What follows belongs to an exercise in optimizing a design on an open flow for small area, a short achievable clock period and few clock cycles; a production flow would make more cautious choices. In this exercise RTL edits were held to simulation tests only and were not proved equivalent to the original. Power figures rest on the tool's default switching activity, not on a simulated workload.

==> flow/design.v <==
`timescale 1ns / 1ps
`default_nettype none
module lc4_add16(input wire [15:0] a, input wire [15:0] b, input wire ci, output wire [15:0] s, output wire co);
   wire [15:0] p = a ^ b;
   wire [15:0] g0 = a & b;
   wire gc0 = g0[0] | (p[0] & ci);
   wire G0 = g0[1] | (p[1] & gc0);
   wire P0 = p[1] & p[0];
   wire G1 = g0[3] | (p[3] & g0[2]);
   wire P1 = p[3] & p[2];
   wire G2 = g0[5] | (p[5] & g0[4]);
   wire P2 = p[5] & p[4];
   wire G3 = g0[7] | (p[7] & g0[6]);
   wire P3 = p[7] & p[6];
   wire G4 = g0[9] | (p[9] & g0[8]);
   wire P4 = p[9] & p[8];
   wire G5 = g0[11] | (p[11] & g0[10]);
   wire P5 = p[11] & p[10];
   wire G6 = g0[13] | (p[13] & g0[12]);
   wire P6 = p[13] & p[12];
   wire G7 = g0[15] | (p[15] & g0[14]);
   wire P7 = p[15] & p[14];
   wire G8 = G1 | (P1 & G0);
   wire P8 = P1 & P0;
   wire G9 = G3 | (P3 & G2);
   wire P9 = P3 & P2;
   wire G10 = G5 | (P5 & G4);
   wire P10 = P5 & P4;
   wire G11 = G7 | (P7 & G6);
   wire P11 = P7 & P6;
   wire G12 = G9 | (P9 & G8);
   wire P12 = P9 & P8;
   wire G13 = G11 | (P11 & G10);
   wire P13 = P11 & P10;
   wire G14 = G13 | (P13 & G12);
   wire P14 = P13 & P12;
   wire G15 = G10 | (P10 & G12);
   wire P15 = P10 & P12;
   wire G16 = G2 | (P2 & G8);
   wire P16 = P2 & P8;
   wire G17 = G4 | (P4 & G12);
   wire P17 = P4 & P12;
   wire G18 = G6 | (P6 & G15);
   wire P18 = P6 & P15;
   wire G19 = g0[2] | (p[2] & G0);
   wire P19 = p[2] & P0;
   wire G20 = g0[4] | (p[4] & G8);
   wire P20 = p[4] & P8;
   wire G21 = g0[6] | (p[6] & G16);
   wire P21 = p[6] & P16;
   wire G22 = g0[8] | (p[8] & G12);
   wire P22 = p[8] & P12;
   wire G23 = g0[10] | (p[10] & G17);
   wire P23 = p[10] & P17;
   wire G24 = g0[12] | (p[12] & G15);
   wire P24 = p[12] & P15;
   wire G25 = g0[14] | (p[14] & G18);
   wire P25 = p[14] & P18;
   assign s[0] = p[0] ^ ci;
   assign s[1] = p[1] ^ gc0;
   assign s[2] = p[2] ^ G0;
   assign s[3] = p[3] ^ G19;
   assign s[4] = p[4] ^ G8;
   assign s[5] = p[5] ^ G20;
   assign s[6] = p[6] ^ G16;
   assign s[7] = p[7] ^ G21;
   assign s[8] = p[8] ^ G12;
   assign s[9] = p[9] ^ G22;
   assign s[10] = p[10] ^ G17;
   assign s[11] = p[11] ^ G23;
   assign s[12] = p[12] ^ G15;
   assign s[13] = p[13] ^ G24;
   assign s[14] = p[14] ^ G18;
   assign s[15] = p[15] ^ G25;
   assign co = G14;
endmodule
module lc4_add17(input wire [16:0] a, input wire [16:0] b, input wire ci, output wire [16:0] s, output wire co);
   wire [16:0] p = a ^ b;
   wire [16:0] g0 = a & b;
   wire gc0 = g0[0] | (p[0] & ci);
   wire G0 = g0[1] | (p[1] & gc0);
   wire P0 = p[1] & p[0];
   wire G1 = g0[3] | (p[3] & g0[2]);
   wire P1 = p[3] & p[2];
   wire G2 = g0[5] | (p[5] & g0[4]);
   wire P2 = p[5] & p[4];
   wire G3 = g0[7] | (p[7] & g0[6]);
   wire P3 = p[7] & p[6];
   wire G4 = g0[9] | (p[9] & g0[8]);
   wire P4 = p[9] & p[8];
   wire G5 = g0[11] | (p[11] & g0[10]);
   wire P5 = p[11] & p[10];
   wire G6 = g0[13] | (p[13] & g0[12]);
   wire P6 = p[13] & p[12];
   wire G7 = g0[15] | (p[15] & g0[14]);
   wire P7 = p[15] & p[14];
   wire G8 = G1 | (P1 & G0);
   wire P8 = P1 & P0;
   wire G9 = G3 | (P3 & G2);
   wire P9 = P3 & P2;
   wire G10 = G5 | (P5 & G4);
   wire P10 = P5 & P4;
   wire G11 = G7 | (P7 & G6);
   wire P11 = P7 & P6;
   wire G12 = G9 | (P9 & G8);
   wire P12 = P9 & P8;
   wire G13 = G11 | (P11 & G10);
   wire P13 = P11 & P10;
   wire G14 = G13 | (P13 & G12);
   wire P14 = P13 & P12;
   wire G15 = G10 | (P10 & G12);
   wire P15 = P10 & P12;
   wire G16 = G2 | (P2 & G8);
   wire P16 = P2 & P8;
   wire G17 = G4 | (P4 & G12);
   wire P17 = P4 & P12;
   wire G18 = G6 | (P6 & G15);
   wire P18 = P6 & P15;
   wire G19 = g0[2] | (p[2] & G0);
   wire P19 = p[2] & P0;
   wire G20 = g0[4] | (p[4] & G8);
   wire P20 = p[4] & P8;
   wire G21 = g0[6] | (p[6] & G16);
   wire P21 = p[6] & P16;
   wire G22 = g0[8] | (p[8] & G12);
   wire P22 = p[8] & P12;
   wire G23 = g0[10] | (p[10] & G17);
   wire P23 = p[10] & P17;
   wire G24 = g0[12] | (p[12] & G15);
   wire P24 = p[12] & P15;
   wire G25 = g0[14] | (p[14] & G18);
   wire P25 = p[14] & P18;
   wire G26 = g0[16] | (p[16] & G14);
   wire P26 = p[16] & P14;
   assign s[0] = p[0] ^ ci;
   assign s[1] = p[1] ^ gc0;
   assign s[2] = p[2] ^ G0;
   assign s[3] = p[3] ^ G19;
   assign s[4] = p[4] ^ G8;
   assign s[5] = p[5] ^ G20;
   assign s[6] = p[6] ^ G16;
   assign s[7] = p[7] ^ G21;
   assign s[8] = p[8] ^ G12;
   assign s[9] = p[9] ^ G22;
   assign s[10] = p[10] ^ G17;
   assign s[11] = p[11] ^ G23;
   assign s[12] = p[12] ^ G15;
   assign s[13] = p[13] ^ G24;
   assign s[14] = p[14] ^ G18;
   assign s[15] = p[15] ^ G25;
   assign s[16] = p[16] ^ G14;
   assign co = G26;
endmodule
module lc4_add16f(input wire [15:0] a, input wire [15:0] b, input wire ci, output wire [15:0] s, output wire co);
   wire [15:0] p = a ^ b;
   wire [15:0] g0 = a & b;
   wire gc0 = g0[0] | (p[0] & ci);
   wire G0 = g0[1] | (p[1] & gc0);
   wire P0 = p[1] & p[0];
   wire G1 = g0[3] | (p[3] & g0[2]);
   wire P1 = p[3] & p[2];
   wire G2 = g0[5] | (p[5] & g0[4]);
   wire P2 = p[5] & p[4];
   wire G3 = g0[7] | (p[7] & g0[6]);
   wire P3 = p[7] & p[6];
   wire G4 = g0[9] | (p[9] & g0[8]);
   wire P4 = p[9] & p[8];
   wire G5 = g0[11] | (p[11] & g0[10]);
   wire P5 = p[11] & p[10];
   wire G6 = g0[13] | (p[13] & g0[12]);
   wire P6 = p[13] & p[12];
   wire G7 = g0[15] | (p[15] & g0[14]);
   wire P7 = p[15] & p[14];
   wire G8 = g0[2] | (p[2] & G0);
   wire P8 = p[2] & P0;
   wire G9 = G1 | (P1 & G0);
   wire P9 = P1 & P0;
   wire G10 = g0[6] | (p[6] & G2);
   wire P10 = p[6] & P2;
   wire G11 = G3 | (P3 & G2);
   wire P11 = P3 & P2;
   wire G12 = g0[10] | (p[10] & G4);
   wire P12 = p[10] & P4;
   wire G13 = G5 | (P5 & G4);
   wire P13 = P5 & P4;
   wire G14 = g0[14] | (p[14] & G6);
   wire P14 = p[14] & P6;
   wire G15 = G7 | (P7 & G6);
   wire P15 = P7 & P6;
   wire G16 = g0[4] | (p[4] & G9);
   wire P16 = p[4] & P9;
   wire G17 = G2 | (P2 & G9);
   wire P17 = P2 & P9;
   wire G18 = G10 | (P10 & G9);
   wire P18 = P10 & P9;
   wire G19 = G11 | (P11 & G9);
   wire P19 = P11 & P9;
   wire G20 = g0[12] | (p[12] & G13);
   wire P20 = p[12] & P13;
   wire G21 = G6 | (P6 & G13);
   wire P21 = P6 & P13;
   wire G22 = G14 | (P14 & G13);
   wire P22 = P14 & P13;
   wire G23 = G15 | (P15 & G13);
   wire P23 = P15 & P13;
   wire G24 = g0[8] | (p[8] & G19);
   wire P24 = p[8] & P19;
   wire G25 = G4 | (P4 & G19);
   wire P25 = P4 & P19;
   wire G26 = G12 | (P12 & G19);
   wire P26 = P12 & P19;
   wire G27 = G13 | (P13 & G19);
   wire P27 = P13 & P19;
   wire G28 = G20 | (P20 & G19);
   wire P28 = P20 & P19;
   wire G29 = G21 | (P21 & G19);
   wire P29 = P21 & P19;
   wire G30 = G22 | (P22 & G19);
   wire P30 = P22 & P19;
   wire G31 = G23 | (P23 & G19);
   wire P31 = P23 & P19;
   assign s[0] = p[0] ^ ci;
   assign s[1] = p[1] ^ gc0;
   assign s[2] = p[2] ^ G0;
   assign s[3] = p[3] ^ G8;
   assign s[4] = p[4] ^ G9;
   assign s[5] = p[5] ^ G16;
   assign s[6] = p[6] ^ G17;
   assign s[7] = p[7] ^ G18;
   assign s[8] = p[8] ^ G19;
   assign s[9] = p[9] ^ G24;
   assign s[10] = p[10] ^ G25;
   assign s[11] = p[11] ^ G26;
   assign s[12] = p[12] ^ G27;
   assign s[13] = p[13] ^ G28;
   assign s[14] = p[14] ^ G29;
   assign s[15] = p[15] ^ G30;
   assign co = G31;
endmodule
module lc4_add11f(input wire [10:0] a, input wire [10:0] b, input wire ci, output wire [10:0] s, output wire co);
   wire [10:0] p = a ^ b;
   wire [10:0] g0 = a & b;
   wire gc0 = g0[0] | (p[0] & ci);
   wire G0 = g0[1] | (p[1] & gc0);
   wire P0 = p[1] & p[0];
   wire G1 = g0[3] | (p[3] & g0[2]);
   wire P1 = p[3] & p[2];
   wire G2 = g0[5] | (p[5] & g0[4]);
   wire P2 = p[5] & p[4];
   wire G3 = g0[7] | (p[7] & g0[6]);
   wire P3 = p[7] & p[6];
   wire G4 = g0[9] | (p[9] & g0[8]);
   wire P4 = p[9] & p[8];
   wire G5 = g0[2] | (p[2] & G0);
   wire P5 = p[2] & P0;
   wire G6 = G1 | (P1 & G0);
   wire P6 = P1 & P0;
   wire G7 = g0[6] | (p[6] & G2);
   wire P7 = p[6] & P2;
   wire G8 = G3 | (P3 & G2);
   wire P8 = P3 & P2;
   wire G9 = g0[10] | (p[10] & G4);
   wire P9 = p[10] & P4;
   wire G10 = g0[4] | (p[4] & G6);
   wire P10 = p[4] & P6;
   wire G11 = G2 | (P2 & G6);
   wire P11 = P2 & P6;
   wire G12 = G7 | (P7 & G6);
   wire P12 = P7 & P6;
   wire G13 = G8 | (P8 & G6);
   wire P13 = P8 & P6;
   wire G14 = g0[8] | (p[8] & G13);
   wire P14 = p[8] & P13;
   wire G15 = G4 | (P4 & G13);
   wire P15 = P4 & P13;
   wire G16 = G9 | (P9 & G13);
   wire P16 = P9 & P13;
   assign s[0] = p[0] ^ ci;
   assign s[1] = p[1] ^ gc0;
   assign s[2] = p[2] ^ G0;
   assign s[3] = p[3] ^ G5;
   assign s[4] = p[4] ^ G6;
   assign s[5] = p[5] ^ G10;
   assign s[6] = p[6] ^ G11;
   assign s[7] = p[7] ^ G12;
   assign s[8] = p[8] ^ G13;
   assign s[9] = p[9] ^ G14;
   assign s[10] = p[10] ^ G15;
   assign co = G16;
endmodule
`timescale 1ns / 1ps
`default_nettype none
module lc4_divider
   (input  wire        clk,
    input  wire        rst,
    input  wire        i_go,         
    input  wire [15:0] i_dividend,   
    input  wire [15:0] i_divisor,
    input  wire        i_div0,       
    output wire        o_done,       
    output wire [15:0] o_shifted,    
    output wire [15:0] o_quotient,
    output wire [15:0] o_remainder);
   reg        busy;
   reg [2:0]  k;
   reg [15:0] rr;
   wire [15:0] a = i_dividend;
   wire [15:0] b = i_divisor;
   wire [16:0] cmp_s;
   wire        cmp_c;
   lc4_add17 cmp (.a({3'd0, a[15:2]}), .b(~{1'b0, b}), .ci(1'b1), .s(cmp_s), .co(cmp_c));
   wire fast = ~busy & ~cmp_c;
   wire [15:0] rin  = fast ? {2'd0, a[15:2]} : busy ? rr : 16'd0;
   wire [1:0]  bits = fast ? a[1:0] : a[15:14];
   wire [15:0] rs1, rs0;
   wire [1:0]  qc;
   lc4_div_row row1 (.i_r(rin), .i_bit(bits[1]), .i_b(b), .o_q(qc[1]), .o_r(rs1));
   lc4_div_row row0 (.i_r(rs1), .i_bit(bits[0]), .i_b(b), .o_q(qc[0]), .o_r(rs0));
   assign o_done      = i_div0 | fast | (busy & (k == 3'd0));
   assign o_shifted   = {a[13:0], qc};
   assign o_quotient  = {busy ? a[13:0] : 14'd0, qc};
   assign o_remainder = rs0;
   always @(posedge clk) begin
      if (rst)
        busy <= 1'b0;
      else if (i_go)
        busy <= ~o_done;
      k  <= busy ? k - 3'd1 : 3'd6;
      rr <= rs0;
   end
endmodule
module lc4_div_row
   (input  wire [15:0] i_r,
    input  wire        i_bit,
    input  wire [15:0] i_b,
    output wire        o_q,
    output wire [15:0] o_r);
   wire [16:0] t = {i_r, i_bit};
   wire [16:0] d;
   lc4_add17 sub (.a(t), .b(~{1'b0, i_b}), .ci(1'b1), .s(d), .co(o_q));
   assign o_r = o_q ? d[15:0] : t[15:0];
endmodule
`timescale 1ns / 1ps
`default_nettype none
module lc4_mul16
   (input  wire [15:0] i_a,
    input  wire [15:0] i_b,
    output wire [15:0] o_p);
   wire pp0_0 = i_a[0] & i_b[0];
   wire pp0_1 = i_a[0] & i_b[1];
   wire pp0_2 = i_a[0] & i_b[2];
   wire pp0_3 = i_a[0] & i_b[3];
   wire pp0_4 = i_a[0] & i_b[4];
   wire pp0_5 = i_a[0] & i_b[5];
   wire pp0_6 = i_a[0] & i_b[6];
   wire pp0_7 = i_a[0] & i_b[7];
   wire pp0_8 = i_a[0] & i_b[8];
   wire pp0_9 = i_a[0] & i_b[9];
   wire pp0_10 = i_a[0] & i_b[10];
   wire pp0_11 = i_a[0] & i_b[11];
   wire pp0_12 = i_a[0] & i_b[12];
   wire pp0_13 = i_a[0] & i_b[13];
   wire pp0_14 = i_a[0] & i_b[14];
   wire pp0_15 = i_a[0] & i_b[15];
   wire pp1_0 = i_a[1] & i_b[0];
   wire pp1_1 = i_a[1] & i_b[1];
   wire pp1_2 = i_a[1] & i_b[2];
   wire pp1_3 = i_a[1] & i_b[3];
   wire pp1_4 = i_a[1] & i_b[4];
   wire pp1_5 = i_a[1] & i_b[5];
   wire pp1_6 = i_a[1] & i_b[6];
   wire pp1_7 = i_a[1] & i_b[7];
   wire pp1_8 = i_a[1] & i_b[8];
   wire pp1_9 = i_a[1] & i_b[9];
   wire pp1_10 = i_a[1] & i_b[10];
   wire pp1_11 = i_a[1] & i_b[11];
   wire pp1_12 = i_a[1] & i_b[12];
   wire pp1_13 = i_a[1] & i_b[13];
   wire pp1_14 = i_a[1] & i_b[14];
   wire pp2_0 = i_a[2] & i_b[0];
   wire pp2_1 = i_a[2] & i_b[1];
   wire pp2_2 = i_a[2] & i_b[2];
   wire pp2_3 = i_a[2] & i_b[3];
   wire pp2_4 = i_a[2] & i_b[4];
   wire pp2_5 = i_a[2] & i_b[5];
   wire pp2_6 = i_a[2] & i_b[6];
   wire pp2_7 = i_a[2] & i_b[7];
   wire pp2_8 = i_a[2] & i_b[8];
   wire pp2_9 = i_a[2] & i_b[9];
   wire pp2_10 = i_a[2] & i_b[10];
   wire pp2_11 = i_a[2] & i_b[11];
   wire pp2_12 = i_a[2] & i_b[12];
   wire pp2_13 = i_a[2] & i_b[13];
   wire pp3_0 = i_a[3] & i_b[0];
   wire pp3_1 = i_a[3] & i_b[1];
   wire pp3_2 = i_a[3] & i_b[2];
   wire pp3_3 = i_a[3] & i_b[3];
   wire pp3_4 = i_a[3] & i_b[4];
   wire pp3_5 = i_a[3] & i_b[5];
   wire pp3_6 = i_a[3] & i_b[6];
   wire pp3_7 = i_a[3] & i_b[7];
   wire pp3_8 = i_a[3] & i_b[8];
   wire pp3_9 = i_a[3] & i_b[9];
   wire pp3_10 = i_a[3] & i_b[10];
   wire pp3_11 = i_a[3] & i_b[11];
   wire pp3_12 = i_a[3] & i_b[12];
   wire pp4_0 = i_a[4] & i_b[0];
   wire pp4_1 = i_a[4] & i_b[1];
   wire pp4_2 = i_a[4] & i_b[2];
   wire pp4_3 = i_a[4] & i_b[3];
   wire pp4_4 = i_a[4] & i_b[4];
   wire pp4_5 = i_a[4] & i_b[5];
   wire pp4_6 = i_a[4] & i_b[6];
   wire pp4_7 = i_a[4] & i_b[7];
   wire pp4_8 = i_a[4] & i_b[8];
   wire pp4_9 = i_a[4] & i_b[9];
   wire pp4_10 = i_a[4] & i_b[10];
   wire pp4_11 = i_a[4] & i_b[11];
   wire pp5_0 = i_a[5] & i_b[0];
   wire pp5_1 = i_a[5] & i_b[1];
   wire pp5_2 = i_a[5] & i_b[2];
   wire pp5_3 = i_a[5] & i_b[3];
   wire pp5_4 = i_a[5] & i_b[4];
   wire pp5_5 = i_a[5] & i_b[5];
   wire pp5_6 = i_a[5] & i_b[6];
   wire pp5_7 = i_a[5] & i_b[7];
   wire pp5_8 = i_a[5] & i_b[8];
   wire pp5_9 = i_a[5] & i_b[9];
   wire pp5_10 = i_a[5] & i_b[10];
   wire pp6_0 = i_a[6] & i_b[0];
   wire pp6_1 = i_a[6] & i_b[1];
   wire pp6_2 = i_a[6] & i_b[2];
   wire pp6_3 = i_a[6] & i_b[3];
   wire pp6_4 = i_a[6] & i_b[4];
   wire pp6_5 = i_a[6] & i_b[5];
   wire pp6_6 = i_a[6] & i_b[6];
   wire pp6_7 = i_a[6] & i_b[7];
   wire pp6_8 = i_a[6] & i_b[8];
   wire pp6_9 = i_a[6] & i_b[9];
   wire pp7_0 = i_a[7] & i_b[0];
   wire pp7_1 = i_a[7] & i_b[1];
   wire pp7_2 = i_a[7] & i_b[2];
   wire pp7_3 = i_a[7] & i_b[3];
   wire pp7_4 = i_a[7] & i_b[4];
   wire pp7_5 = i_a[7] & i_b[5];
   wire pp7_6 = i_a[7] & i_b[6];
   wire pp7_7 = i_a[7] & i_b[7];
   wire pp7_8 = i_a[7] & i_b[8];
   wire pp8_0 = i_a[8] & i_b[0];
   wire pp8_1 = i_a[8] & i_b[1];
   wire pp8_2 = i_a[8] & i_b[2];
   wire pp8_3 = i_a[8] & i_b[3];
   wire pp8_4 = i_a[8] & i_b[4];
   wire pp8_5 = i_a[8] & i_b[5];
   wire pp8_6 = i_a[8] & i_b[6];
   wire pp8_7 = i_a[8] & i_b[7];
   wire pp9_0 = i_a[9] & i_b[0];
   wire pp9_1 = i_a[9] & i_b[1];
   wire pp9_2 = i_a[9] & i_b[2];
   wire pp9_3 = i_a[9] & i_b[3];
   wire pp9_4 = i_a[9] & i_b[4];
   wire pp9_5 = i_a[9] & i_b[5];
   wire pp9_6 = i_a[9] & i_b[6];
   wire pp10_0 = i_a[10] & i_b[0];
   wire pp10_1 = i_a[10] & i_b[1];
   wire pp10_2 = i_a[10] & i_b[2];
   wire pp10_3 = i_a[10] & i_b[3];
   wire pp10_4 = i_a[10] & i_b[4];
   wire pp10_5 = i_a[10] & i_b[5];
   wire pp11_0 = i_a[11] & i_b[0];
   wire pp11_1 = i_a[11] & i_b[1];
   wire pp11_2 = i_a[11] & i_b[2];
   wire pp11_3 = i_a[11] & i_b[3];
   wire pp11_4 = i_a[11] & i_b[4];
   wire pp12_0 = i_a[12] & i_b[0];
   wire pp12_1 = i_a[12] & i_b[1];
   wire pp12_2 = i_a[12] & i_b[2];
   wire pp12_3 = i_a[12] & i_b[3];
   wire pp13_0 = i_a[13] & i_b[0];
   wire pp13_1 = i_a[13] & i_b[1];
   wire pp13_2 = i_a[13] & i_b[2];
   wire pp14_0 = i_a[14] & i_b[0];
   wire pp14_1 = i_a[14] & i_b[1];
   wire pp15_0 = i_a[15] & i_b[0];
   wire s0, c0;
   lc4_fa fa0 (.a(pp0_2), .b(pp1_1), .c(pp2_0), .s(s0), .co(c0));
   wire s1, c1;
   lc4_fa fa1 (.a(pp0_3), .b(pp1_2), .c(pp2_1), .s(s1), .co(c1));
   wire s2, c2;
   lc4_fa fa2 (.a(pp0_4), .b(pp1_3), .c(pp2_2), .s(s2), .co(c2));
   wire s3 = pp3_1 ^ pp4_0;
   wire c3 = pp3_1 & pp4_0;
   wire s4, c4;
   lc4_fa fa4 (.a(pp0_5), .b(pp1_4), .c(pp2_3), .s(s4), .co(c4));
   wire s5, c5;
   lc4_fa fa5 (.a(pp3_2), .b(pp4_1), .c(pp5_0), .s(s5), .co(c5));
   wire s6, c6;
   lc4_fa fa6 (.a(pp0_6), .b(pp1_5), .c(pp2_4), .s(s6), .co(c6));
   wire s7, c7;
   lc4_fa fa7 (.a(pp3_3), .b(pp4_2), .c(pp5_1), .s(s7), .co(c7));
   wire s8, c8;
   lc4_fa fa8 (.a(pp0_7), .b(pp1_6), .c(pp2_5), .s(s8), .co(c8));
   wire s9, c9;
   lc4_fa fa9 (.a(pp3_4), .b(pp4_3), .c(pp5_2), .s(s9), .co(c9));
   wire s10 = pp6_1 ^ pp7_0;
   wire c10 = pp6_1 & pp7_0;
   wire s11, c11;
   lc4_fa fa11 (.a(pp0_8), .b(pp1_7), .c(pp2_6), .s(s11), .co(c11));
   wire s12, c12;
   lc4_fa fa12 (.a(pp3_5), .b(pp4_4), .c(pp5_3), .s(s12), .co(c12));
   wire s13, c13;
   lc4_fa fa13 (.a(pp6_2), .b(pp7_1), .c(pp8_0), .s(s13), .co(c13));
   wire s14, c14;
   lc4_fa fa14 (.a(pp0_9), .b(pp1_8), .c(pp2_7), .s(s14), .co(c14));
   wire s15, c15;
   lc4_fa fa15 (.a(pp3_6), .b(pp4_5), .c(pp5_4), .s(s15), .co(c15));
   wire s16, c16;
   lc4_fa fa16 (.a(pp6_3), .b(pp7_2), .c(pp8_1), .s(s16), .co(c16));
   wire s17, c17;
   lc4_fa fa17 (.a(pp0_10), .b(pp1_9), .c(pp2_8), .s(s17), .co(c17));
   wire s18, c18;
   lc4_fa fa18 (.a(pp3_7), .b(pp4_6), .c(pp5_5), .s(s18), .co(c18));
   wire s19, c19;
   lc4_fa fa19 (.a(pp6_4), .b(pp7_3), .c(pp8_2), .s(s19), .co(c19));
   wire s20 = pp9_1 ^ pp10_0;
   wire c20 = pp9_1 & pp10_0;
   wire s21, c21;
   lc4_fa fa21 (.a(pp0_11), .b(pp1_10), .c(pp2_9), .s(s21), .co(c21));
   wire s22, c22;
   lc4_fa fa22 (.a(pp3_8), .b(pp4_7), .c(pp5_6), .s(s22), .co(c22));
   wire s23, c23;
   lc4_fa fa23 (.a(pp6_5), .b(pp7_4), .c(pp8_3), .s(s23), .co(c23));
   wire s24, c24;
   lc4_fa fa24 (.a(pp9_2), .b(pp10_1), .c(pp11_0), .s(s24), .co(c24));
   wire s25, c25;
   lc4_fa fa25 (.a(pp0_12), .b(pp1_11), .c(pp2_10), .s(s25), .co(c25));
   wire s26, c26;
   lc4_fa fa26 (.a(pp3_9), .b(pp4_8), .c(pp5_7), .s(s26), .co(c26));
   wire s27, c27;
   lc4_fa fa27 (.a(pp6_6), .b(pp7_5), .c(pp8_4), .s(s27), .co(c27));
   wire s28, c28;
   lc4_fa fa28 (.a(pp9_3), .b(pp10_2), .c(pp11_1), .s(s28), .co(c28));
   wire s29, c29;
   lc4_fa fa29 (.a(pp0_13), .b(pp1_12), .c(pp2_11), .s(s29), .co(c29));
   wire s30, c30;
   lc4_fa fa30 (.a(pp3_10), .b(pp4_9), .c(pp5_8), .s(s30), .co(c30));
   wire s31, c31;
   lc4_fa fa31 (.a(pp6_7), .b(pp7_6), .c(pp8_5), .s(s31), .co(c31));
   wire s32, c32;
   lc4_fa fa32 (.a(pp9_4), .b(pp10_3), .c(pp11_2), .s(s32), .co(c32));
   wire s33 = pp12_1 ^ pp13_0;
   wire c33 = pp12_1 & pp13_0;
   wire s34, c34;
   lc4_fa fa34 (.a(pp0_14), .b(pp1_13), .c(pp2_12), .s(s34), .co(c34));
   wire s35, c35;
   lc4_fa fa35 (.a(pp3_11), .b(pp4_10), .c(pp5_9), .s(s35), .co(c35));
   wire s36, c36;
   lc4_fa fa36 (.a(pp6_8), .b(pp7_7), .c(pp8_6), .s(s36), .co(c36));
   wire s37, c37;
   lc4_fa fa37 (.a(pp9_5), .b(pp10_4), .c(pp11_3), .s(s37), .co(c37));
   wire s38, c38;
   lc4_fa fa38 (.a(pp12_2), .b(pp13_1), .c(pp14_0), .s(s38), .co(c38));
   wire s39, c39;
   lc4_fa fa39 (.a(pp0_15), .b(pp1_14), .c(pp2_13), .s(s39), .co(c39));
   wire s40, c40;
   lc4_fa fa40 (.a(pp3_12), .b(pp4_11), .c(pp5_10), .s(s40), .co(c40));
   wire s41, c41;
   lc4_fa fa41 (.a(pp6_9), .b(pp7_8), .c(pp8_7), .s(s41), .co(c41));
   wire s42, c42;
   lc4_fa fa42 (.a(pp9_6), .b(pp10_5), .c(pp11_4), .s(s42), .co(c42));
   wire s43, c43;
   lc4_fa fa43 (.a(pp12_3), .b(pp13_2), .c(pp14_1), .s(s43), .co(c43));
   wire s44, c44;
   lc4_fa fa44 (.a(c0), .b(s1), .c(pp3_0), .s(s44), .co(c44));
   wire s45, c45;
   lc4_fa fa45 (.a(c1), .b(s2), .c(s3), .s(s45), .co(c45));
   wire s46, c46;
   lc4_fa fa46 (.a(c2), .b(c3), .c(s4), .s(s46), .co(c46));
   wire s47, c47;
   lc4_fa fa47 (.a(c4), .b(c5), .c(s6), .s(s47), .co(c47));
   wire s48 = s7 ^ pp6_0;
   wire c48 = s7 & pp6_0;
   wire s49, c49;
   lc4_fa fa49 (.a(c6), .b(c7), .c(s8), .s(s49), .co(c49));
   wire s50 = s9 ^ s10;
   wire c50 = s9 & s10;
   wire s51, c51;
   lc4_fa fa51 (.a(c8), .b(c9), .c(c10), .s(s51), .co(c51));
   wire s52, c52;
   lc4_fa fa52 (.a(s11), .b(s12), .c(s13), .s(s52), .co(c52));
   wire s53, c53;
   lc4_fa fa53 (.a(c11), .b(c12), .c(c13), .s(s53), .co(c53));
   wire s54, c54;
   lc4_fa fa54 (.a(s14), .b(s15), .c(s16), .s(s54), .co(c54));
   wire s55, c55;
   lc4_fa fa55 (.a(c14), .b(c15), .c(c16), .s(s55), .co(c55));
   wire s56, c56;
   lc4_fa fa56 (.a(s17), .b(s18), .c(s19), .s(s56), .co(c56));
   wire s57, c57;
   lc4_fa fa57 (.a(c17), .b(c18), .c(c19), .s(s57), .co(c57));
   wire s58, c58;
   lc4_fa fa58 (.a(c20), .b(s21), .c(s22), .s(s58), .co(c58));
   wire s59 = s23 ^ s24;
   wire c59 = s23 & s24;
   wire s60, c60;
   lc4_fa fa60 (.a(c21), .b(c22), .c(c23), .s(s60), .co(c60));
   wire s61, c61;
   lc4_fa fa61 (.a(c24), .b(s25), .c(s26), .s(s61), .co(c61));
   wire s62, c62;
   lc4_fa fa62 (.a(s27), .b(s28), .c(pp12_0), .s(s62), .co(c62));
   wire s63, c63;
   lc4_fa fa63 (.a(c25), .b(c26), .c(c27), .s(s63), .co(c63));
   wire s64, c64;
   lc4_fa fa64 (.a(c28), .b(s29), .c(s30), .s(s64), .co(c64));
   wire s65, c65;
   lc4_fa fa65 (.a(s31), .b(s32), .c(s33), .s(s65), .co(c65));
   wire s66, c66;
   lc4_fa fa66 (.a(c29), .b(c30), .c(c31), .s(s66), .co(c66));
   wire s67, c67;
   lc4_fa fa67 (.a(c32), .b(c33), .c(s34), .s(s67), .co(c67));
   wire s68, c68;
   lc4_fa fa68 (.a(s35), .b(s36), .c(s37), .s(s68), .co(c68));
   wire s69, c69;
   lc4_fa fa69 (.a(c34), .b(c35), .c(c36), .s(s69), .co(c69));
   wire s70, c70;
   lc4_fa fa70 (.a(c37), .b(c38), .c(s39), .s(s70), .co(c70));
   wire s71, c71;
   lc4_fa fa71 (.a(s40), .b(s41), .c(s42), .s(s71), .co(c71));
   wire s72 = s43 ^ pp15_0;
   wire c72 = s43 & pp15_0;
   wire s73, c73;
   lc4_fa fa73 (.a(c45), .b(s46), .c(s5), .s(s73), .co(c73));
   wire s74, c74;
   lc4_fa fa74 (.a(c46), .b(s47), .c(s48), .s(s74), .co(c74));
   wire s75, c75;
   lc4_fa fa75 (.a(c47), .b(c48), .c(s49), .s(s75), .co(c75));
   wire s76, c76;
   lc4_fa fa76 (.a(c49), .b(c50), .c(s51), .s(s76), .co(c76));
   wire s77, c77;
   lc4_fa fa77 (.a(c51), .b(c52), .c(s53), .s(s77), .co(c77));
   wire s78 = s54 ^ pp9_0;
   wire c78 = s54 & pp9_0;
   wire s79, c79;
   lc4_fa fa79 (.a(c53), .b(c54), .c(s55), .s(s79), .co(c79));
   wire s80 = s56 ^ s20;
   wire c80 = s56 & s20;
   wire s81, c81;
   lc4_fa fa81 (.a(c55), .b(c56), .c(s57), .s(s81), .co(c81));
   wire s82 = s58 ^ s59;
   wire c82 = s58 & s59;
   wire s83, c83;
   lc4_fa fa83 (.a(c57), .b(c58), .c(c59), .s(s83), .co(c83));
   wire s84, c84;
   lc4_fa fa84 (.a(s60), .b(s61), .c(s62), .s(s84), .co(c84));
   wire s85, c85;
   lc4_fa fa85 (.a(c60), .b(c61), .c(c62), .s(s85), .co(c85));
   wire s86, c86;
   lc4_fa fa86 (.a(s63), .b(s64), .c(s65), .s(s86), .co(c86));
   wire s87, c87;
   lc4_fa fa87 (.a(c63), .b(c64), .c(c65), .s(s87), .co(c87));
   wire s88, c88;
   lc4_fa fa88 (.a(s66), .b(s67), .c(s68), .s(s88), .co(c88));
   wire s89, c89;
   lc4_fa fa89 (.a(c66), .b(c67), .c(c68), .s(s89), .co(c89));
   wire s90, c90;
   lc4_fa fa90 (.a(s69), .b(s70), .c(s71), .s(s90), .co(c90));
   wire s91, c91;
   lc4_fa fa91 (.a(c74), .b(s75), .c(s50), .s(s91), .co(c91));
   wire s92, c92;
   lc4_fa fa92 (.a(c75), .b(s76), .c(s52), .s(s92), .co(c92));
   wire s93, c93;
   lc4_fa fa93 (.a(c76), .b(s77), .c(s78), .s(s93), .co(c93));
   wire s94, c94;
   lc4_fa fa94 (.a(c77), .b(c78), .c(s79), .s(s94), .co(c94));
   wire s95, c95;
   lc4_fa fa95 (.a(c79), .b(c80), .c(s81), .s(s95), .co(c95));
   wire s96, c96;
   lc4_fa fa96 (.a(c81), .b(c82), .c(s83), .s(s96), .co(c96));
   wire s97, c97;
   lc4_fa fa97 (.a(c83), .b(c84), .c(s85), .s(s97), .co(c97));
   wire s98, c98;
   lc4_fa fa98 (.a(c85), .b(c86), .c(s87), .s(s98), .co(c98));
   wire s99 = s88 ^ s38;
   wire c99 = s88 & s38;
   wire s100, c100;
   lc4_fa fa100 (.a(c87), .b(c88), .c(s89), .s(s100), .co(c100));
   wire s101 = s90 ^ s72;
   wire c101 = s90 & s72;
   wire s102, c102;
   lc4_fa fa102 (.a(c93), .b(s94), .c(s80), .s(s102), .co(c102));
   wire s103, c103;
   lc4_fa fa103 (.a(c94), .b(s95), .c(s82), .s(s103), .co(c103));
   wire s104, c104;
   lc4_fa fa104 (.a(c95), .b(s96), .c(s84), .s(s104), .co(c104));
   wire s105, c105;
   lc4_fa fa105 (.a(c96), .b(s97), .c(s86), .s(s105), .co(c105));
   wire s106, c106;
   lc4_fa fa106 (.a(c97), .b(s98), .c(s99), .s(s106), .co(c106));
   wire s107, c107;
   lc4_fa fa107 (.a(c98), .b(c99), .c(s100), .s(s107), .co(c107));
   wire s108, c108;
   lc4_fa fa108 (.a(c106), .b(s107), .c(s101), .s(s108), .co(c108));
   wire [15:0] xx = {s108, c105, c104, c103, c102, s102, c92, c91, s91, c73, s73, c44, s44, s0, pp0_1, pp0_0};
   wire [15:0] yy = {1'b0, s106, s105, s104, s103, 1'b0, s93, s92, 1'b0, s74, 1'b0, s45, 1'b0, 1'b0, pp1_0, 1'b0};
   wire        co_unused;
   lc4_add16 fin (.a(xx), .b(yy), .ci(1'b0), .s(o_p), .co(co_unused));
endmodule
module lc4_fa(input wire a, b, c, output wire s, co);
   assign s  = a ^ b ^ c;
   assign co = (a & b) | (a & c) | (b & c);
endmodule
`timescale 1ns / 1ps
`default_nettype none
module lc4_regfile
   (input  wire        clk,
    input  wire        rst,
    input  wire [2:0]  i_rs,
    output wire [15:0] o_rs_data,
    input  wire [2:0]  i_rt,
    output wire [15:0] o_rt_data,
    input  wire [2:0]  i_rd,
    input  wire [15:0] i_wdata,
    input  wire        i_rd_we);
   reg [15:0] r [0:7];
   wire [15:0] wd = rst ? 16'd0 : i_wdata;
   genvar i;
   for (i = 0; i < 8; i = i + 1) begin : g_reg
      always @(posedge clk)
        if (rst | (i_rd_we & (i_rd == i))) r[i] <= wd;
   end
   assign o_rs_data = r[i_rs];
   assign o_rt_data = r[i_rt];
endmodule
`timescale 1ns / 1ps
`default_nettype none
module lc4_core
   (input  wire        clk,
    input  wire        rst,
    output wire [15:0] o_cur_pc,
    input  wire [15:0] i_cur_insn,
    output wire [15:0] o_dmem_addr,
    input  wire [15:0] i_cur_dmem_data,
    output wire        o_dmem_we,
    output wire [15:0] o_dmem_towrite,
    output wire [1:0]  test_stall,
    output wire [15:0] test_cur_pc,
    output wire [15:0] test_cur_insn,
    output wire        test_regfile_we,
    output wire [2:0]  test_regfile_wsel,
    output wire [15:0] test_regfile_data,
    output wire        test_nzp_we,
    output wire [2:0]  test_nzp_new_bits,
    output wire        test_dmem_we,
    output wire [15:0] test_dmem_addr,
    output wire [15:0] test_dmem_data
    );
   reg [15:0] pc;
   reg [2:0]  nzp;
   reg        x_valid;
   reg [15:0] x_insn, x_pc, x_a;
   reg [2:0]  x_bsel;
   reg        w_valid;
   reg [15:0] w_pc, w_insn, w_val, w_addr;
   reg [2:0]  w_nzp;
   wire        x_stall;
   wire        x_rf_we, x_nzp_we, x_ldr;
   wire [2:0]  x_wsel, x_nzp_alu, ld_nzp;
   wire [15:0] x_res, x_b;
   wire [15:0] f_insn = i_cur_insn;
   wire [3:0]  f_op   = f_insn[15:12];
   wire [2:0]  f_asel = (f_op == 4'b0010 || f_op == 4'b1101) ? f_insn[11:9] :
                        (f_op == 4'b1000) ? 3'd7 : f_insn[8:6];
   wire [2:0]  f_bsel = (f_op == 4'b0111) ? f_insn[11:9] : f_insn[2:0];
   wire [15:0] rf_a;
   wire        x_wr = x_valid & x_rf_we;
   lc4_regfile rf (.clk(clk), .rst(rst),
                   .i_rs(f_asel), .o_rs_data(rf_a),
                   .i_rt(x_bsel), .o_rt_data(x_b),
                   .i_rd(x_wsel), .i_wdata(x_res), .i_rd_we(x_wr & ~x_stall));
   wire [15:0] f_a = (x_wr && x_wsel == f_asel) ? x_res : rf_a;
   wire [2:0]  f_nzp = ~(x_valid & x_nzp_we) ? nzp : x_ldr ? ld_nzp : x_nzp_alu;
   wire [15:0] f_npc;
   lc4_nextpc npc (.i_pc(pc), .i_insn(f_insn), .i_nzp(f_nzp), .i_reg(f_a), .o_npc(f_npc));
   genvar i;
   wire [15:0] d_shifted;
   always @(posedge clk) begin
      if (rst) begin
         pc      <= 16'h8200;
         x_valid <= 1'b0;
      end else if (!x_stall) begin
         pc      <= f_npc;
         x_valid <= 1'b1;
      end
      if (!x_stall) begin
         x_insn <= f_insn;
         x_pc   <= pc;
         x_bsel <= f_bsel;
      end
      x_a <= x_stall ? d_shifted : f_a;
   end
   assign o_cur_pc = pc;
   wire [3:0] x_op = x_insn[15:12];
   wire x_arith = (x_op == 4'b0001);
   wire x_cmp   = (x_op == 4'b0010);
   wire x_jsrx  = (x_op == 4'b0100);
   wire x_logic = (x_op == 4'b0101);
   wire x_str   = (x_op == 4'b0111);
   wire x_const = (x_op == 4'b1001);
   wire x_shift = (x_op == 4'b1010);
   wire x_hic   = (x_op == 4'b1101);
   wire x_trap  = (x_op == 4'b1111);
   assign x_ldr = (x_op == 4'b0110);
   wire x_ari_r = x_arith & ~x_insn[5];
   wire x_mul   = x_ari_r & (x_insn[4:3] == 2'b01);
   wire x_sub   = x_ari_r & (x_insn[4:3] == 2'b10);
   wire x_div   = x_ari_r & (x_insn[4:3] == 2'b11);
   wire x_mod   = x_shift & (x_insn[5:4] == 2'b11);
   wire x_shr   = x_shift & (x_insn[5] ^ x_insn[4]);    
   wire x_sll   = x_shift & (x_insn[5:4] == 2'b00);
   assign x_rf_we  = x_arith | x_jsrx | x_logic | x_ldr | x_const | x_shift | x_hic | x_trap;
   assign x_nzp_we = x_rf_we | x_cmp;
   assign x_wsel   = (x_jsrx | x_trap) ? 3'd7 : x_insn[11:9];
   wire [15:0] addr;
   lc4_agen agen (.i_base(x_a), .i_off(x_insn[5:0]), .o_addr(addr));
   wire [15:0] sx5 = {{11{x_insn[4]}}, x_insn[4:0]};
   wire [15:0] op2 = x_arith ? (x_insn[5] ? sx5 : x_b) :
                     (x_insn[8:7] == 2'b10) ? {{9{x_insn[6]}}, x_insn[6:0]} :
                     (x_insn[8:7] == 2'b11) ? {9'd0, x_insn[6:0]} : x_b;
   wire        x_neg = x_sub | x_cmp;
   wire        x_sgn = x_cmp & ~x_insn[7];
   wire [16:0] sum;
   wire        sum_co;
   lc4_add17 alu_add (.a({x_sgn & x_a[15], x_a}),
                      .b({x_sgn & op2[15], op2} ^ {17{x_neg}}),
                      .ci(x_neg), .s(sum), .co(sum_co));
   wire        c_lt = sum[16];
   wire        c_eq = (sum[15:0] == 16'd0);
   wire [15:0] x_a_rev, onehot;
   for (i = 0; i < 16; i = i + 1) begin : g_rev
      assign x_a_rev[i] = x_a[15-i];
      assign onehot[i]  = (x_insn[3:0] == i);
   end
   wire [15:0] m_a = x_shr ? x_a_rev : x_a;
   wire [15:0] m_b = x_shift ? onehot : x_b;
   wire [15:0] prod, prod_rev;
   lc4_mul16 mul (.i_a(m_a), .i_b(m_b), .o_p(prod));
   for (i = 0; i < 16; i = i + 1) begin : g_prev
      assign prod_rev[i] = prod[15-i];
   end
   wire [15:0] sra_fill = {16{x_a[15] & ~x_insn[5]}} & ~(16'hFFFF >> x_insn[3:0]);
   wire        div0 = (x_b == 16'd0);
   wire        d_done;
   wire [15:0] quo, rem;
   lc4_divider div (.clk(clk), .rst(rst), .i_go(x_valid & (x_div | x_mod)),
                    .i_dividend(x_a), .i_divisor(x_b), .i_div0(div0),
                    .o_done(d_done), .o_shifted(d_shifted),
                    .o_quotient(quo), .o_remainder(rem));
   assign x_stall = x_valid & (x_div | x_mod) & ~d_done;
   reg [15:0] lg;
   always @* begin
      if (x_insn[5]) lg = x_a & sx5;
      else case (x_insn[4:3])
             2'b00: lg = x_a & x_b;
             2'b01: lg = ~x_a;
             2'b10: lg = x_a | x_b;
             default: lg = x_a ^ x_b;
           endcase
   end
   wire [15:0] x_pc1;
   wire [16:0] xpc_c;
   assign xpc_c[0] = 1'b1;
   for (i = 0; i < 16; i = i + 1) begin : g_xpc1
      assign x_pc1[i]    = x_pc[i] ^ xpc_c[i];
      assign xpc_c[i+1]  = x_pc[i] & xpc_c[i];
   end
   wire s_sum  = x_arith & ~x_mul & ~x_div;
   wire s_prod = (x_arith & x_mul) | x_sll;
   wire s_rsh  = x_shr;
   wire s_quo  = x_div & ~div0;
   wire s_rem  = x_mod & ~div0;
   wire [15:0] res =
      ({16{s_sum}}   & sum[15:0]) |
      ({16{s_prod}}  & prod) |
      ({16{s_rsh}}   & (prod_rev | sra_fill)) |
      ({16{s_quo}}   & quo) |
      ({16{s_rem}}   & rem) |
      ({16{x_logic}} & lg) |
      ({16{x_ldr}}   & i_cur_dmem_data) |
      ({16{x_const}} & {{7{x_insn[8]}}, x_insn[8:0]}) |
      ({16{x_hic}}   & {x_insn[7:0], x_a[7:0]}) |
      ({16{x_jsrx | x_trap}} & x_pc1);
   assign x_res = res;
   wire [2:0] res_nzp = {res[15], res == 16'd0, ~res[15] & (res != 16'd0)};
   assign x_nzp_alu = x_cmp ? {c_lt, c_eq, ~c_lt & ~c_eq} : res_nzp;
   wire   ld_zero = (i_cur_dmem_data == 16'd0);
   assign ld_nzp  = {i_cur_dmem_data[15], ld_zero, ~i_cur_dmem_data[15] & ~ld_zero};
   always @(posedge clk) begin
      if (rst)
        nzp <= 3'b000;
      else if (x_valid & x_nzp_we & ~x_stall)
        nzp <= x_nzp_alu;
   end
   assign o_dmem_addr    = addr;
   assign o_dmem_we      = x_valid & x_str;
   assign o_dmem_towrite = x_b;
   always @(posedge clk) begin
      if (rst)
        w_valid <= 1'b0;
      else
        w_valid <= x_valid & ~x_stall;
      w_pc   <= x_pc;
      w_insn <= x_insn;
      w_nzp  <= x_nzp_alu;
      w_addr <= addr;
      w_val  <= x_str ? x_b : res;
   end
   wire [3:0] w_op = w_insn[15:12];
   wire w_jsrx = (w_op == 4'b0100) | (w_op == 4'b1111);
   wire w_rf   = (w_op == 4'b0001) | (w_op == 4'b0100) | (w_op == 4'b0101) |
                 (w_op == 4'b0110) | (w_op == 4'b1001) | (w_op == 4'b1010) |
                 (w_op == 4'b1101) | (w_op == 4'b1111);
   assign test_stall        = {1'b0, ~w_valid};
   assign test_cur_pc       = w_pc;
   assign test_cur_insn     = w_insn;
   assign test_regfile_we   = w_rf;
   assign test_regfile_wsel = w_jsrx ? 3'd7 : w_insn[11:9];
   assign test_regfile_data = w_val;
   assign test_nzp_we       = w_rf | (w_op == 4'b0010);
   assign test_nzp_new_bits = w_nzp;
   assign test_dmem_we      = (w_op == 4'b0111);
   assign test_dmem_addr    = w_addr;
   assign test_dmem_data    = w_val;
endmodule
module lc4_agen
   (input  wire [15:0] i_base,
    input  wire [5:0]  i_off,
    output wire [15:0] o_addr);
   genvar i;
   wire [6:0]  a_lo = {1'b0, i_base[5:0]} + {1'b0, i_off};
   wire [9:0]  a_hi = i_base[15:6];
   wire [9:0]  a_inc, a_dec;
   for (i = 0; i < 10; i = i + 1) begin : g_incdec
      if (i == 0) begin : g0
         assign a_inc[i] = ~a_hi[i];
         assign a_dec[i] = ~a_hi[i];
      end else begin : gn
         assign a_inc[i] = a_hi[i] ^ (&a_hi[i-1:0]);
         assign a_dec[i] = a_hi[i] ^ ~(|a_hi[i-1:0]);
      end
   end
   wire        a_up = a_lo[6] & ~i_off[5];
   wire        a_dn = ~a_lo[6] & i_off[5];
   assign o_addr = {a_up ? a_inc : a_dn ? a_dec : a_hi, a_lo[5:0]};
endmodule
module lc4_nextpc
   (input  wire [15:0] i_pc,
    input  wire [15:0] i_insn,
    input  wire [2:0]  i_nzp,
    input  wire [15:0] i_reg,
    output wire [15:0] o_npc);
   genvar i;
   wire f_taken = |(i_insn[11:9] & i_nzp);
   wire [15:0] pc1;
   wire [16:0] pc_c;
   assign pc_c[0] = 1'b1;
   for (i = 0; i < 16; i = i + 1) begin : g_pc1
      assign pc1[i]    = i_pc[i] ^ pc_c[i];
      assign pc_c[i+1] = i_pc[i] & pc_c[i];
   end
   wire [9:0]  lo9  = {1'b0, pc1[8:0]} + {1'b0, i_insn[8:0]};
   wire [6:0]  h7   = pc1[15:9];
   wire [6:0]  h7_p = h7 + 7'd1;
   wire [6:0]  h7_m = h7 - 7'd1;
   wire [6:0]  t9_hi = (lo9[9] & ~i_insn[8]) ? h7_p : (~lo9[9] & i_insn[8]) ? h7_m : h7;
   wire [2:0]  mid  = {1'b0, pc1[10:9]} + {1'b0, i_insn[10:9]} + {2'd0, lo9[9]};
   wire [4:0]  h5   = pc1[15:11];
   wire [4:0]  h5_p = h5 + 5'd1;
   wire [4:0]  h5_m = h5 - 5'd1;
   wire [4:0]  t11_hi = (mid[2] & ~i_insn[10]) ? h5_p : (~mid[2] & i_insn[10]) ? h5_m : h5;
   wire        f_br  = (i_insn[15:12] == 4'b0000);
   wire [15:0] f_tgt = f_br ? {t9_hi, lo9[8:0]} : {t11_hi, mid[1:0], lo9[8:0]};
   wire f_jmp   = (i_insn[15:11] == 5'b11001);
   wire f_jsr   = (i_insn[15:11] == 5'b01001);
   wire f_trap  = (i_insn[15:12] == 4'b1111);
   wire f_ind   = (i_insn[15:11] == 5'b11000) | (i_insn[15:11] == 5'b01000) |
                  (i_insn[15:12] == 4'b1000);                         
   wire f_seq   = ~(f_br | f_jmp | f_jsr | f_trap | f_ind);
   assign o_npc =
      ({16{(f_br & f_taken) | f_jmp}} & f_tgt) |
      ({16{(f_br & ~f_taken) | f_seq}} & pc1) |
      ({16{f_jsr}}  & {i_pc[15], i_insn[10:0], 4'b0000}) |
      ({16{f_trap}} & {8'h80, i_insn[7:0]}) |
      ({16{f_ind}}  & i_reg);
endmodule
==> flow/run.sh <==
#!/bin/bash
# synth_recipe.tcl (not shown) runs the flow's synth.tcl, then flattens the netlist and writes it again
# the make line also repeats each setting of config.mk as NAME=value (left out here)
make -C /OpenROAD-flow-scripts/flow DESIGN_CONFIG=/design/flow/config.mk WORK_HOME=/design/flow/orfs CLKGATE_MAP_FILE= SYNTH_SCRIPT=/design/flow/synth_recipe.tcl finish
==> flow/config.mk <==
export PLATFORM = sky130hd
export DESIGN_NAME = lc4_core
export DESIGN_NICKNAME = lc4_core
export VERILOG_FILES = /design/flow/design.v
export SDC_FILE = /design/flow/constraint.sdc
export NUM_CORES = 4
export LEC_CHECK = 0
export CAP_MARGIN = 20
export CORE_MARGIN = 2
export CORE_UTILIZATION = 40
export CTS_CLUSTER_DIAMETER = 100
export CTS_CLUSTER_SIZE = 20
export SLEW_MARGIN = 20
==> flow/constraint.sdc <==
create_clock -name core_clock -period 60.0 [get_ports {clk}]
set_input_delay 12.0000 -clock core_clock [delete_from_list [all_inputs] [get_ports {clk}]]
set_output_delay 12.0000 -clock core_clock [all_outputs]
set_load 0.01 [all_outputs]
==> run notes, run 1 <==
Clocking
The total clock buffers created by CTS is 20. The maximum buffer depth of the clock tree is 3. The number of buffers added to fix hold violations after cts is 0. CTS built an H-tree with a depth of 1. Buffers added to address setup during post-CTS repair amount to 0. TritonCTS built the clock tree.

The clock reaches the later pin of the worst-skew pair after 0.56 ns. The post-CTS resize count is 0. CTS saw approximately 290 sinks.

The CTS root buffer is sky130_fd_sc_hd__clkbuf_16. The clock slew at the register clock pins of the worst setup and hold paths is 0.09 ns.

Worst hold path
The class of the tightest hold or removal check is reg -> reg.

Finish
The layout filler cell count is 5689. The area growth from synthesis to layout is 13.1%. The count of nets after finishing is 3021.

The share of final-layout standard cells stronger than drive strength 1 is 7.40%. The total inserted antenna cells is 0. With fillers left out, the area of the finished cells amounts to 26700 sq um.

Routing
Detailed routing inserted a total of 21711 vias. The residual antenna-violating net count after detailed routing is 0. Summed over all layers, the routed wires come to 98000 um. The number of vias per cell is about 6.2. After detailed routing, the average wire length per cell comes to roughly 28 um. For this run, the detailed router's first-pass iteration total came to 8. The violation count after the first detailed-route iteration is between 2000 and 2500. For this run, design rule violations remaining after detail routing come to 0.

Synthesis
Each instance of the synthesized netlist takes up on average approximately 9.1 sq um. Synthesis produced 2607 cells. In the synthesized netlist the async set-or-reset flop fraction comes to 0%. The net count after synthesis is 2926. The number of distinct standard cells referenced by the synthesized netlist is 110. The number of warnings issued by yosys is 4.

The number of flops mapped to enable cells by yosys is about 160. The most used flip-flop cell after synthesis is sky130_fd_sc_hd__edfxtp_1. After synthesis the cells add up to 23700 sq um. The number of flip-flops and latches in the synthesized netlist is 287. The post-synthesis sequential area ratio is 31.2%.

Timing
The number of hold violations in the final report is 0. The post-route clock period utilization is 27.3%. Measured against its own limit, the worst slew margin works out to between 20% and 30%. Setup violations remaining at the end of the flow were counted as 0. The final worst-path setup slack is 43.62 ns. The number of max-slew violations in the final report is 0. Setup repair after global routing left no endpoint under its margin. At the pin with the least slew margin, the transition time is around 1.1 ns. The final critical path time including I/O delays and setup is 16.38 ns.

Timing would allow up to 61.0 MHz. The worst clock skew is 0.0274 ns. The summed negative setup slack over all endpoints is 0 ns.

Worst setup path
The end point of the critical path is o_dmem_addr[8]. In this run the worst path has a maximum fanout of 17. The kind of end point of the critical path is an output port. The required time of the critical path is approximately 48 ns. In this run the critical register-to-register path is captured at pc[0]. The data arrival time of the worst path is 4.38 ns.

Counting cells, the worst reg-to-reg path comes to 41. In this run the register-to-register setup slack is 46.11 ns. The worst register-to-register path begins at x_bsel[2]. The kind of start point of the critical path is a flip-flop.

The startpoint-to-endpoint class of the critical path is reg -> out. In this run the worst setup path begins at x_insn[0].

Power
The share of total power in sequential cells is 18.5%. Combinational cells account for 72.2% of the total power. The power per cell area is 57.4 nW/um^2. The standby leakage power is 10.9 nW. Internal power comes to 762 uW. The worst ir drop on vdd is 0.000180 V. Net switching is 50.4% of the power. Summed over all nets, the switching power comes to 773 uW.

The clock network burns 9.3% of the power.

Floorplan
The placeable core area is 58800 sq um. The number of placed I/O pins is 174. Once the floorplan was initialized, standard cells occupied roughly two fifths of the core. The die covers between 60000 and 70000 sq um. The die outline height is approximately 250 um. Measured along the x axis, the die boundary spans 247 um. The row count is 89.

Placed design
In this run the cell area measured after placement is between 20000 and 30000 sq um. Before CTS, the worst setup slack after placement is 43.17 ns. The post-DP HPWL is 73900 um. At the end of routability-driven placement, the weighted congestion stood at 1.03. Input and output buffers added on the ports amount to 172.

Flow run
Max-cap violations in this run came to 0.

GRT
The number of antenna violations at the first check in global routing is 4. The number of global-route vias before repair is 21495. The global route total overflow is 0. Global routing used around a third of the available tracks across all layers. Entering global routing, the biggest net connects 55 pins. The global-route wire length before repair is between 100000 and 150000 um.

Run status
The flow ran to the end and the layout has no timing, DRC or antenna violations.
through the flow:
| step | instances | hold slack, ns | util (%) | power (mW) |
|---|---|---|---|---|
| after floorplan | 2607 | 0.346 | - | 0.968 |
| after CTS | 3489 | 0.391 | 45.5 | 1.52 |
| after global routing | 3489 | 0.408 | 45.5 | 1.62 |
| after global placement | 3453 | 0.364 | 44.4 | 1.35 |
| after detailed placement | 3453 | 0.370 | 44.4 | 1.37 |
| final | 3489 | 0.390 | 45.5 | 1.53 |
cells by family after synthesis:
group	after synthesis	share of synthesized area, %
other	1	0.0159
buffers and inverters	371	6.67
multiplexers	82	4.01
XOR/XNOR	97	3.71
flip-flops	287	31.2
adder cells (fa/ha/maj)	285	18.8
AND/OR/NAND/NOR	827	16.7
AO/OA/AOI/OAI	657	19.0
synthesized netlist by cell type (all sizes together) (32+ instances only):
cell	n	area (sq um)
nand2	254	953
nor2	235	892
inv	204	766
a21oi	182	926
ha	169	2110
edfxtp	163	4890
o21ai	130	658
dfxtp	124	2480
fa	116	2320
clkbuf	99	372
xnor2	73	639
nand3	69	345
buf	67	432
nor3	49	250
mux2i	43	430
nand2b	40	250
a221oi	37	362
and2	37	234
mux2	33	383
a211oi	32	250
a31oi	32	200
per-layer routing:
layer  vias up  part of all wire, %  GRT usage (%)
met5         -                0.035              0
met4         6                  7.2           19.4
met3       359                  8.8           5.87
met2      1263                   46           51.4
met1     10593                   38           38.8
li1       9490                    -              -
placed cells by master, fill, tap and decap left out, types with 25 or more instances in the layout:
cell and count:
sky130_fd_sc_hd__dfxtp_1 124, sky130_fd_sc_hd__a211oi_1 29, sky130_fd_sc_hd__nor2b_1 28, sky130_fd_sc_hd__mux2_2 28
sky130_fd_sc_hd__buf_4 67, sky130_fd_sc_hd__nor3_1 48, sky130_fd_sc_hd__fa_1 116, sky130_fd_sc_hd__a31oi_1 32
sky130_fd_sc_hd__ha_1 169, sky130_fd_sc_hd__a221oi_1 31, sky130_fd_sc_hd__nand2_1 254, sky130_fd_sc_hd__nand3_1 69
sky130_fd_sc_hd__xnor2_1 73, sky130_fd_sc_hd__nor2_1 233, sky130_fd_sc_hd__inv_1 199, sky130_fd_sc_hd__mux2i_1 43
sky130_fd_sc_hd__clkdlybuf4s50_1 172, sky130_fd_sc_hd__and2_1 36, sky130_fd_sc_hd__a21oi_1 180, sky130_fd_sc_hd__and3_1 25
sky130_fd_sc_hd__nand2b_1 40, sky130_fd_sc_hd__edfxtp_1 163, sky130_fd_sc_hd__o21ai_0 121
flip-flops by register name, summed over array words and instances, names as in the netlist:
signal,flops
rf.r,128
div.rr,16
pc,16
w_addr,16
w_insn,16
w_pc,16
w_val,16
x_a,16
x_insn,16
x_pc,16
div.k,3
nzp,3
w_nzp,3
x_bsel,3
div.busy,1
w_valid,1
x_valid,1
power groups by stage:
stage	registers [mW]	logic, mW	clock network (mW)
finish	0.284	1.11	0.143
global route	0.287	1.19	0.152
CTS	0.283	1.09	0.145
detailed placement	0.288	1.08	0
global placement	0.286	1.07	0
floorplan	0.286	0.681	0
area by class of cell:
cell class	count	area, sq um	area share [%]
multi-input combinational	1949	14800	55.2
sequential	287	7380	27.6
timing repair buffer	239	2220	8.32
tap	773	967	3.62
inverter	205	774	2.90
clock buffer	31	564	2.11
clock inverter	5	68.8	0.257
how the worst min path moves through the flow:
stage,startpoint,endpoint,slack (ns),depth (start not counted)
global placement,x_pc[14],w_pc[14],0.36,0
finish,x_pc[12],w_pc[12],0.39,0
detailed placement,x_pc[4],w_pc[4],0.37,0
CTS,x_pc[14],w_pc[14],0.39,0
floorplan,x_insn[8],w_insn[8],0.35,0
global route,x_pc[14],w_pc[14],0.41,0
worst max-delay path, cell delays in order, from the launching register on:
cell and delay, ns:
sky130_fd_sc_hd__edfxtp_1 0.90, sky130_fd_sc_hd__ha_1 0.35, sky130_fd_sc_hd__inv_1 0.08, sky130_fd_sc_hd__fa_1 0.40
sky130_fd_sc_hd__inv_1 0.07, sky130_fd_sc_hd__a21oi_1 0.05, sky130_fd_sc_hd__o21bai_1 0.21, sky130_fd_sc_hd__a21o_1 0.16
sky130_fd_sc_hd__a21oi_1 0.07, sky130_fd_sc_hd__buf_4 0.20, sky130_fd_sc_hd__xnor2_1 0.33, sky130_fd_sc_hd__nor2_1 0.08
sky130_fd_sc_hd__a211oi_1 0.29, sky130_fd_sc_hd__clkdlybuf4s50_1 0.61
Testbench counts, summed over its fixed seeds: cycles 49,549.
==> run 2: changes to the inputs <==
--- a/flow/design.v
+++ b/flow/design.v
@@ -302,3 +302,6 @@
     output wire [15:0] o_quotient,
-    output wire [15:0] o_remainder);
+    output wire [15:0] o_remainder,
+    output wire [16:0] o_t1,         
+    input  wire [15:0] i_d1,         
+    input  wire        i_q1);        
    reg        busy;
@@ -316,3 +319,5 @@
    wire [1:0]  qc;
-   lc4_div_row row1 (.i_r(rin), .i_bit(bits[1]), .i_b(b), .o_q(qc[1]), .o_r(rs1));
+   assign o_t1  = {rin, bits[1]};
+   assign qc[1] = i_q1;
+   assign rs1   = i_q1 ? i_d1 : o_t1[15:0];
    lc4_div_row row0 (.i_r(rs1), .i_bit(bits[0]), .i_b(b), .o_q(qc[0]), .o_r(rs0));
@@ -347,3 +352,4 @@
     input  wire [15:0] i_b,
-    output wire [15:0] o_p);
+    output wire [15:0] o_x,
+    output wire [15:0] o_y);
    wire pp0_0 = i_a[0] & i_b[0];
@@ -704,4 +710,4 @@
    wire [15:0] yy = {1'b0, s106, s105, s104, s103, 1'b0, s93, s92, 1'b0, s74, 1'b0, s45, 1'b0, 1'b0, pp1_0, 1'b0};
-   wire        co_unused;
-   lc4_add16 fin (.a(xx), .b(yy), .ci(1'b0), .s(o_p), .co(co_unused));
+   assign o_x = xx;
+   assign o_y = yy;
 endmodule
@@ -825,6 +831,11 @@
    wire [15:0] sx5 = {{11{x_insn[4]}}, x_insn[4:0]};
-   wire [15:0] op2 = x_arith ? (x_insn[5] ? sx5 : x_b) :
+   wire        x_dm  = x_div | x_mod;
+   wire        x_mm  = x_mul | (x_shift & ~x_mod);    
+   wire [16:0] d_t1;
+   wire [15:0] op2 = x_mm ? mul_y :
+                     (x_ari_r | x_mod) ? x_b :
+                     x_arith ? sx5 :
                      (x_insn[8:7] == 2'b10) ? {{9{x_insn[6]}}, x_insn[6:0]} :
                      (x_insn[8:7] == 2'b11) ? {9'd0, x_insn[6:0]} : x_b;
-   wire        x_neg = x_sub | x_cmp;
+   wire        x_neg = x_sub | x_cmp | x_dm;
    wire        x_sgn = x_cmp & ~x_insn[7];
@@ -832,3 +843,3 @@
    wire        sum_co;
-   lc4_add17 alu_add (.a({x_sgn & x_a[15], x_a}),
+   lc4_add17 alu_add (.a(x_dm ? d_t1 : x_mm ? {1'b0, mul_x} : {x_sgn & x_a[15], x_a}),
                       .b({x_sgn & op2[15], op2} ^ {17{x_neg}}),
@@ -844,4 +855,5 @@
    wire [15:0] m_b = x_shift ? onehot : x_b;
-   wire [15:0] prod, prod_rev;
-   lc4_mul16 mul (.i_a(m_a), .i_b(m_b), .o_p(prod));
+   wire [15:0] prod, prod_rev, mul_x, mul_y;
+   lc4_mul16 mul (.i_a(m_a), .i_b(m_b), .o_x(mul_x), .o_y(mul_y));
+   assign prod = sum[15:0];                      
    for (i = 0; i < 16; i = i + 1) begin : g_prev
@@ -856,3 +868,4 @@
                     .o_done(d_done), .o_shifted(d_shifted),
-                    .o_quotient(quo), .o_remainder(rem));
+                    .o_quotient(quo), .o_remainder(rem),
+                    .o_t1(d_t1), .i_d1(sum[15:0]), .i_q1(sum_co));
    assign x_stall = x_valid & (x_div | x_mod) & ~d_done;
==> flow/flow/run.sh (new file) <==
#!/bin/bash
# Layout flow: the standard synthesis unchanged, then the standard ORFS
# layout steps, with two changes to how the layout is optimised (the clock,
# the SDC and every constraint stay the design's):
#  - the resizer's setup repair aims for extra slack (SETUP_SLACK_MARGIN), so
#    it sizes and buffers the critical paths instead of stopping at 60 ns;
#  - the port buffers are buf_2 cells instead of the default choice.
# Each run's full output goes to its own log here; ORFS's step logs are kept
# under orfs/logs/.
set -euo pipefail
bash standard.sh synth > synth.log 2>&1
bash standard.sh SETUP_SLACK_MARGIN=45 \
  "BUFFER_PORTS_ARGS=-buffer_cell sky130_fd_sc_hd__buf_2" finish > layout.log 2>&1
==> flow/standard.sh (new file) <==
#!/bin/bash
# synth_recipe.tcl (not shown) runs the flow's synth.tcl, then flattens the netlist and writes it again
# the make line also repeats each setting of config.mk as NAME=value (left out here)
make -C /OpenROAD-flow-scripts/flow DESIGN_CONFIG=/design/flow/config.mk WORK_HOME=/design/flow/orfs CLKGATE_MAP_FILE= SYNTH_SCRIPT=/design/flow/synth_recipe.tcl "${@:-finish}"
--- a/flow/config.mk
+++ b/flow/config.mk
@@ -9,3 +9,3 @@
 export CORE_MARGIN = 2
-export CORE_UTILIZATION = 40
+export CORE_UTILIZATION = 50
 export CTS_CLUSTER_DIAMETER = 100
removed: flow/run.sh
==> run 2 against run 1 <==
  * Still clean on timing, DRC and antenna
  * Setup slack better by 1.4 ns
  * Highest routed layer unchanged
  * Sequential power is 8.5% lower
  * Critical path depth grew 1
  * Cell count decreased by 4.3%
  * Sequential share of layout area grew 1.3 points
  * Fmax up 9.0%
==> run notes, run 2 <==
Run status
The run finished with no timing, DRC or antenna violations.

Synthesis
In the synthesized netlist, the cells that appear most often are 310 x sky130_fd_sc_hd__nand2_1, 286 x sky130_fd_sc_hd__nor2_1, 193 x sky130_fd_sc_hd__a21oi_1. The post-synthesis sequential area ratio was 32.5% (+1.3 points). The share of synthesized flip-flops with an asynchronous set or reset is 0% (unchanged). The leading cell type by number of instances after synthesis is sky130_fd_sc_hd__nand2_1.

The number of flops mapped to enable cells by yosys was 163 (unchanged). The net count after synthesis is 2870 (-1.9%). The mean cell area of the mapped netlist is 8.77 sq um (-3.4%).

GRT
The met2 usage was 61.0% (+9.6 points). The all-layer global routing usage is 40.1% (+8.4 points). The number of antenna violations at the first check in global routing is 7 (+3).

Timing
The maximum operating frequency is 66.6 MHz (+9.0%). The summed negative setup slack over all endpoints is 0 ns (unchanged). Setup repair after global routing could not meet its margin everywhere. The number of max-slew violations in the final report is 0 (unchanged).

The worst clock skew was 0.0435 ns (+0.0161 ns).

Finish
The area growth from synthesis to layout is 12.7%. The share of final-layout standard cells stronger than drive strength 1 is 16.5% (+9.1 points). The layout filler cell count is 4153 (-27%).

Clocking
The sink count of the clock tree is 287 (unchanged). The CTS root buffer is sky130_fd_sc_hd__clkbuf_16. The total clock buffers created by CTS was 20 (unchanged). TritonCTS built the clock tree.

Power
The power per cell area is 43.0 nW/um^2 (-25%). The post-layout total power was 1.10 mW (-28%).

Worst setup path
In this run the critical register-to-register path is launched from x_bsel[1]. The worst setup path startpoint is x_insn[0]. Traced cell by cell, the critical path runs through buf_12 > ha_4 > inv_4 > fa_2 > inv_2 > a21oi_2 > o21bai_1 > a21o_1 > buf_6 > a21o_4 > buf_8 > a211oi_2 > a21oi_2 > buf_2.

The cell that appears most often on the critical path is sky130_fd_sc_hd__a21oi_2. The family of cells with the greatest summed delay on the critical path is compound AO/OA/AOI/OAI gates. The number of buffer and inverter instances along the worst setup path came to 6 (+2).

Placed design
The total cell area at the placement stage is 24300 sq um (-7.0%).

Floorplan
The total die area was 47100 sq um (-23%).

Routing
The number of vias per cell was 6.54 (+5.0%).
-- run 2: changes by cell type after synthesis, sizes merged, moves of 14 or more --
cell	delta
ha	-25
nor2	+51
inv	-16
clkbuf	+25
nand2	+56
and2	-19
nor3	-18
mux2	-20
nand3	-17
a21oi	+14
-- run 2: path summary, 6_finish.rpt --
kind,slack (ns),cells past startpoint,endpoint
max,44.98,14,o_dmem_addr[7]
min,0.37,0,w_pc[5]
max reg2reg,45.67,53,pc[7]
min reg2reg,0.37,0,w_pc[5]
-- run 2: area by class of cell --
class                      count  area share [%]
sequential                   287            28.9
inverter                     188            2.86
antenna                        5          0.0489
clock inverter                 6           0.333
multi-input combinational   1936            55.6
tap                          600            2.93
clock buffer                  30            2.19
timing repair buffer         286            7.15
-- run 2: worst reg2reg max path: cells and delay by family (launching register included) --
kind	cells	cell delay, ns
AOI/OAI and AO/OA	17	4.68
buffers and inverters	5	1.38
muxes	2	0.47
adders and majority gates	9	3.39
and+or+nand+nor	9	2.13
xor gates and xnor gates	11	1.82
DFF	1	0.35
-- run 2: metal layers --
layer	wire length, um	vias up
li1	-	9440
met5	61	-
met4	5870	6
met1	38500	10612
met2	42200	1423
met3	10300	337
-- run 2: report_power, final --
group	leakage, nW	switching [mW]	total [mW]	internal [mW]
Sequential	2.74	0.0171	0.260	0.243
Combinational	7.89	0.444	0.692	0.248
Clock	0.307	0.0801	0.148	0.0675
-- run 2: timing repair --
action                                  CTS  global route
buffers inserted                         13            21
endpoints found under the setup margin   30            28
cloned                                    1             1
resized for setup                        34            52
hold buffers                              0             0
pin swaps                                12            12
-- run 2: cell families (layout without fill, tap and decap cells) --
kind of cell	count (synthesis)	count (layout)	synth area share, %
buffers and inverters	367	510	6.63
AO/OA/AOI/OAI	677	679	19.7
XOR/XNOR	87	87	3.36
AND/OR/NAND/NOR	847	847	16.8
flip-flops	287	287	32.5
multiplexers	71	71	3.70
adder cells (fa/ha/maj)	251	251	17.2
other	1	6	0.0165
-- run 2: stage by stage --
step                      cells  hold slack [ns]
after global placement     3261            0.371
after detailed placement   3261            0.369
after global routing       3333            0.372
after CTS                  3311            0.368
after floorplan            2588            0.346
final                      3338            0.372
Testbench counts of run 2, summed over its fixed seeds: cycles 49,549.

Setup slack of run 2, layout unchanged: 44.976 ns with ideal ports, 44.914 ns with driving cells assumed (clock clkbuf_16, inputs buf_2), 44.526 ns with port delays also shifted by the 0.621 ns mid clock arrival.
